Context: an optimization exercise on an open-source flow, tuned for small area. The choices shown serve that exercise and are no tape-out recipe.
The RTL was checked by simulation tests, not by an equivalence proof against the original design.
Power and IR drop assume default switching activity.

==> flow/design.v (excerpt) <==
module reflet_periph16 (
    input clk,
    input reset,
    input enable,
    output [3:0] interrupt_request,
    output cpu_enable,
    input [14:0] addr,
    input [7:0] data_in,
    output [7:0] data_out,
    input write_en,
    input [15:0] gpi,
    output [15:0] gpo,
    input rx,
    output tx,
    output pwm,
    output [6:0] segments,
    output [3:0] seg_select,
    output seg_dot,
    output seg_colon,
    output synth_out,
    input [127:0] ext_io_in,
    output [127:0] ext_io_out
    );
For scale: roughly 3,500 cells after synthesis, roughly 540 flip-flops, roughly 350 I/O pins, roughly 28,000 µm² of cells after synthesis.
Settings: LEC_CHECK=0, ABC_AREA=1, CAP_MARGIN=0, CORE_MARGIN=2, CORE_UTILIZATION=40, SLEW_MARGIN=0; clock period 10.0 ns.
standard.sh (not shown) runs the stock make flow with config.mk's settings and CLKGATE_MAP_FILE= SYNTH_SCRIPT=/design/flow/synth_recipe.tcl, a recipe that flattens the netlist after the stock synthesis.
==> flow/flow/run.sh <==
#!/bin/bash
set -o pipefail
export BUFFER_PORTS_ARGS="-buffer_cell sky130_fd_sc_hd__buf_1"
export CTS_ARGS="-sink_clustering_enable -repair_clock_nets -dont_use_dummy_load -buf_list sky130_fd_sc_hd__clkbuf_4 -sink_clustering_size 8 -sink_clustering_max_diameter 50"
bash standard.sh > standard.log 2>&1
Change:
==> flow/flow/run.sh (replaced) <==
#!/bin/bash
set -o pipefail
export BUFFER_PORTS_ARGS="-buffer_cell sky130_fd_sc_hd__buf_1"
export CTS_ARGS="-sink_clustering_enable -repair_clock_nets -dont_use_dummy_load -buf_list sky130_fd_sc_hd__clkbuf_8 -sink_clustering_size 14 -sink_clustering_max_diameter 70"
bash standard.sh > standard.log 2>&1
Settings changed: CAP_MARGIN 0 to 20, SLEW_MARGIN 0 to 20.
The changed run produced a clean layout; routed wire length went down by 0.31%; sequential cell count is unchanged; clock power stays flat; non-clock buffer count stays the same; core utilization barely changes.


reflet_periph16, a different RTL version from the one above (not shown whole).
For scale: about 2,700 cells after synthesis, roughly 540 flip-flops, about 350 I/O pins, ~0.029 mm2 of cells after synthesis.
export LEC_CHECK = 0
export CAP_MARGIN = 20
export CORE_MARGIN = 2
export CORE_UTILIZATION = 40
export SLEW_MARGIN = 20
create_clock -name core_clock -period 10.0 [get_ports {clk}]
==> flow/flow/run.sh <==
#!/bin/bash
set -o pipefail
export BUFFER_PORTS_ARGS="-buffer_cell sky130_fd_sc_hd__buf_1"
export CTS_ARGS="-sink_clustering_enable -repair_clock_nets -dont_use_dummy_load"
bash standard.sh > standard.log 2>&1
Change:
==> flow/flow/run.sh (replaced) <==
#!/bin/bash
set -o pipefail
export BUFFER_PORTS_ARGS="-buffer_cell sky130_fd_sc_hd__buf_1"
export CTS_ARGS="-sink_clustering_enable -repair_clock_nets -dont_use_dummy_load -buf_list sky130_fd_sc_hd__clkbuf_2"
bash standard.sh > standard.log 2>&1
ABC_AREA = 1   (was default)
Synthesized area drops by 1.2%.
Clock power is lower by 34%.
Routed wire length goes down by 11%.
Non-clock buffer count went down by 19.
Worst hold slack loses 0.057 ns.
Cell area came out lower by 3.1%.
Global-route usage shrinks by 3.1 points.


RTL: one of the versions met above, not the one the previous note started from.
For scale: roughly 0.025 mm² of cells after synthesis.
export LEC_CHECK = 0
export ABC_AREA = 1
export CAP_MARGIN = 20
export CORE_MARGIN = 2
export CORE_UTILIZATION = 55
export SLEW_MARGIN = 20
create_clock -name core_clock -period 10.0 [get_ports {clk}]
==> flow/flow/run.sh <==
#!/bin/bash
set -euo pipefail
HERE=$(pwd)
FDIR=$HERE/flow
PLAT=${FLOW_PLATFORM:-sky130hd}
R=$HERE/orfs/results/$PLAT/reflet_periph16/base
LIB=$FLOW_HOME/platforms/$PLAT/lib/sky130_fd_sc_hd__tt_025C_1v80.lib
YOSYS=$FLOW_HOME/../tools/install/yosys/bin/yosys
[ -x "$YOSYS" ] || YOSYS=yosys

export BUFFER_PORTS_ARGS="-buffer_cell sky130_fd_sc_hd__buf_1"
export CTS_ARGS="-sink_clustering_enable -repair_clock_nets -dont_use_dummy_load -buf_list sky130_fd_sc_hd__clkbuf_4 -sink_clustering_size 8 -sink_clustering_max_diameter 50"

# 1. standard synthesis
bash standard.sh synth > standard_synth.log 2>&1
cp "$R/1_2_yosys.v" "$HERE/synth_standard.v"

# 2. area re-mapping of the combinational logic
DU=""
for c in $(cat "$FDIR/dont_use.txt"); do DU="$DU -dont_use $c"; done
"$YOSYS" -l "$HERE/remap.log" -p "
read_liberty -overwrite -ignore_miss_func $LIB
read_verilog $HERE/synth_standard.v
hierarchy -top $FLOW_TOP
blackbox sky130_fd_sc_hd__dfxtp_1 sky130_fd_sc_hd__edfxtp_1
flatten
rename -hide w:_*_.*
opt_clean -purge
opt -purge
abc -liberty $LIB $DU -script $FDIR/remap.abc
opt_clean -purge
hilomap -singleton -hicell sky130_fd_sc_hd__conb_1 HI -locell sky130_fd_sc_hd__conb_1 LO
splitnets
opt_clean -purge
insbuf -buf sky130_fd_sc_hd__buf_4 A X
read_liberty -lib -overwrite $LIB
tee -o $HERE/remap_stat.txt stat -liberty $LIB
check -assert
write_verilog -noattr -nohex -nodec $HERE/remap_raw.v
" > /dev/null
python3 "$FDIR/fixnames.py" "$HERE/synth_standard.v" "$HERE/remap_raw.v" "$HERE/remap.v" > "$HERE/fixnames.log" 2>&1
cp "$HERE/remap.v" "$R/1_2_yosys.v"
rm -f "$R/1_synth.odb" "$R/1_synth.sdc"

# 3. standard layout steps on the re-mapped netlist
bash standard.sh > standard.log 2>&1
==> flow/flow/remap.abc <==
strash
&get -n
&fraig -x
&put
scorr
dc2
strash
&get -n
&deepsyn -T 20
&put
strash
&get -n
&dch -f
&nf -R 1000 -C 32
&put
strash
&get -n
&deepsyn -T 20
&put
strash
&get -n
&dch -f
&nf -R 1000 -C 32
&put
Other scripts of this flow, unchanged in this note and not shown: flow/flow/dont_use.txt, flow/flow/fixnames.py
The first run completed with no timing, DRC or antenna violations.
Change:
--- a/flow/config.mk
+++ b/flow/config.mk
@@ -11 +11 @@
-export CORE_UTILIZATION = 55
+export CORE_UTILIZATION = 40
Outcome: The changed run finished with timing, DRC and antenna clean. Via count shrinks slightly. Worst setup slack improves by 6.2 ps. Core utilization goes down by 16 points. Combinational power went up by a few percent. Clock-buffer cell count rises by 2. Worst hold slack gets worse by 7.3 ps. Power is higher slightly.
Change:
--- a/flow/flow/run.sh
+++ b/flow/flow/run.sh
@@ -12 +12 @@
-export CTS_ARGS="-sink_clustering_enable -repair_clock_nets -dont_use_dummy_load -buf_list sky130_fd_sc_hd__clkbuf_4 -sink_clustering_size 8 -sink_clustering_max_diameter 50"
+export CTS_ARGS="-sink_clustering_enable -repair_clock_nets -dont_use_dummy_load -buf_list {sky130_fd_sc_hd__clkbuf_2 sky130_fd_sc_hd__clkbuf_4} -sink_clustering_size 8 -sink_clustering_max_diameter 50"
Effect: The new run ran to the end with no violations. Worst hold slack does not change. Sequential share of layout area stays the same. Wire length stays the same. Synthesized cell count is unchanged. Cell area does not change. Cell count stays the same. Non-clock buffer count stays the same. Power stays the same. Combinational power barely changes.
Change:
--- a/flow/flow/run.sh
+++ b/flow/flow/run.sh
@@ -12 +12 @@
-export CTS_ARGS="-sink_clustering_enable -repair_clock_nets -dont_use_dummy_load -buf_list {sky130_fd_sc_hd__clkbuf_2 sky130_fd_sc_hd__clkbuf_4} -sink_clustering_size 8 -sink_clustering_max_diameter 50"
+export CTS_ARGS="-sink_clustering_enable -repair_clock_nets -dont_use_dummy_load -buf_list sky130_fd_sc_hd__clkbuf_4 -sink_clustering_size 8 -sink_clustering_max_diameter 50"
==> flow/flow/remap.abc (replaced) <==
strash
&get -n
&fraig -x
&put
scorr
dc2
strash
&get -n
&dch -f
&nf -R 1000
&put
strash
dc2
&get -n
&dch -f
&nf -R 1000
&put
Outcome: Via count rises by 1.9%. Clock skew is higher by 43 ps. Sequential cell count does not change.


== run A ==
RTL: one of the versions met above, not the one the previous note started from.
Size: roughly 2700 cells after synthesis, roughly 540 flip-flops, roughly 350 I/O pins.
clock: 10.0 ns
lec_check: 0
cap_margin: 20
core_margin: 2
core_utilization: 40
slew_margin: 20
run.sh (not shown) runs the stock make flow with config.mk's settings and CLKGATE_MAP_FILE= SYNTH_SCRIPT=/design/flow/synth_recipe.tcl, a recipe that flattens the netlist after the stock synthesis.
Stock flow here: none of the scripts above is used.
Relative to run A, the following input files were edited for run B:
- ABC_AREA newly set to 1
==> flow/flow/run.sh (new file) <==
#!/bin/bash
set -o pipefail
export BUFFER_PORTS_ARGS="-buffer_cell sky130_fd_sc_hd__buf_1"
export CTS_ARGS="-sink_clustering_enable -repair_clock_nets -dont_use_dummy_load -buf_list sky130_fd_sc_hd__clkbuf_4"
bash standard.sh > standard.log 2>&1
==> flow/standard.sh (new file) <==
#!/bin/bash
# synth_recipe.tcl (not shown) runs the flow's synth.tcl, then flattens the netlist and writes it again
# the make line also repeats each setting of config.mk as NAME=value (left out here)
make -C /OpenROAD-flow-scripts/flow DESIGN_CONFIG=/design/flow/config.mk WORK_HOME=/design/flow/orfs CLKGATE_MAP_FILE= SYNTH_SCRIPT=/design/flow/synth_recipe.tcl "${@:-finish}"
removed: flow/run.sh
Notes after the runs:
Run B gives more switching power share of the total than run A did.
Number of buffers inserted for hold repair after clock tree synthesis came out exactly the same in run A and run B.
Run B vs run A: wire length down by more than 10%
Reported for run A and run B, number of setup violations in the final report turned out identical to the last digit.
In the flow results for run A and run B, the power is smaller on run B.
For run A, the beginning of the critical path was addr[4], unlike run B, where it was addr[3].
On cell area, the lower figure sits with run B, not run A.

what the ideal ports hide:
No port has a modelled driver above. Below, the same layouts with a new extraction and two added sets of constraints. Step 1 assumes that a clkbuf_16 drives the clock port and a buf_2 every other input. Step 2 times the ports against the registers' clock, not the clock port: input delays grow and output delays shrink by t, the midpoint of the rising clock arrivals with the driver on. a / b / c = no drivers / after step 1 / after step 2; a / b = the first two.
run	t (ns)	slack for setup (ns)	worst setup path after step 2
the first run of note 1	0.911	3.402 / 3.367 / 3.367	input to output
the second run of note 1	0.722	3.421 / 3.388 / 3.388	input to output
the first run of note 2	0.682	3.185 / 3.151 / 3.151	input to output
the second run of note 2	1.297	3.451 / 3.402 / 3.402	input to output
the first run of note 3	0.904	2.744 / 2.710 / 2.710	input to output
the second run of note 3	0.883	2.750 / 2.708 / 2.708	input to output
the third run of note 3	0.883	2.750 / 2.708 / 2.708	input to output
the fourth run of note 3	0.905	2.921 / 2.884 / 2.884	input to output
run A	0.711	2.416 / 2.383 / 2.383	input to output
run B	1.010	3.402 / 3.350 / 3.350	input to output
After both steps every run listed still meets setup and hold. The setup slack of run B, which loses most, moves by -0.052 ns with the drivers and by -0.052 ns with both steps.
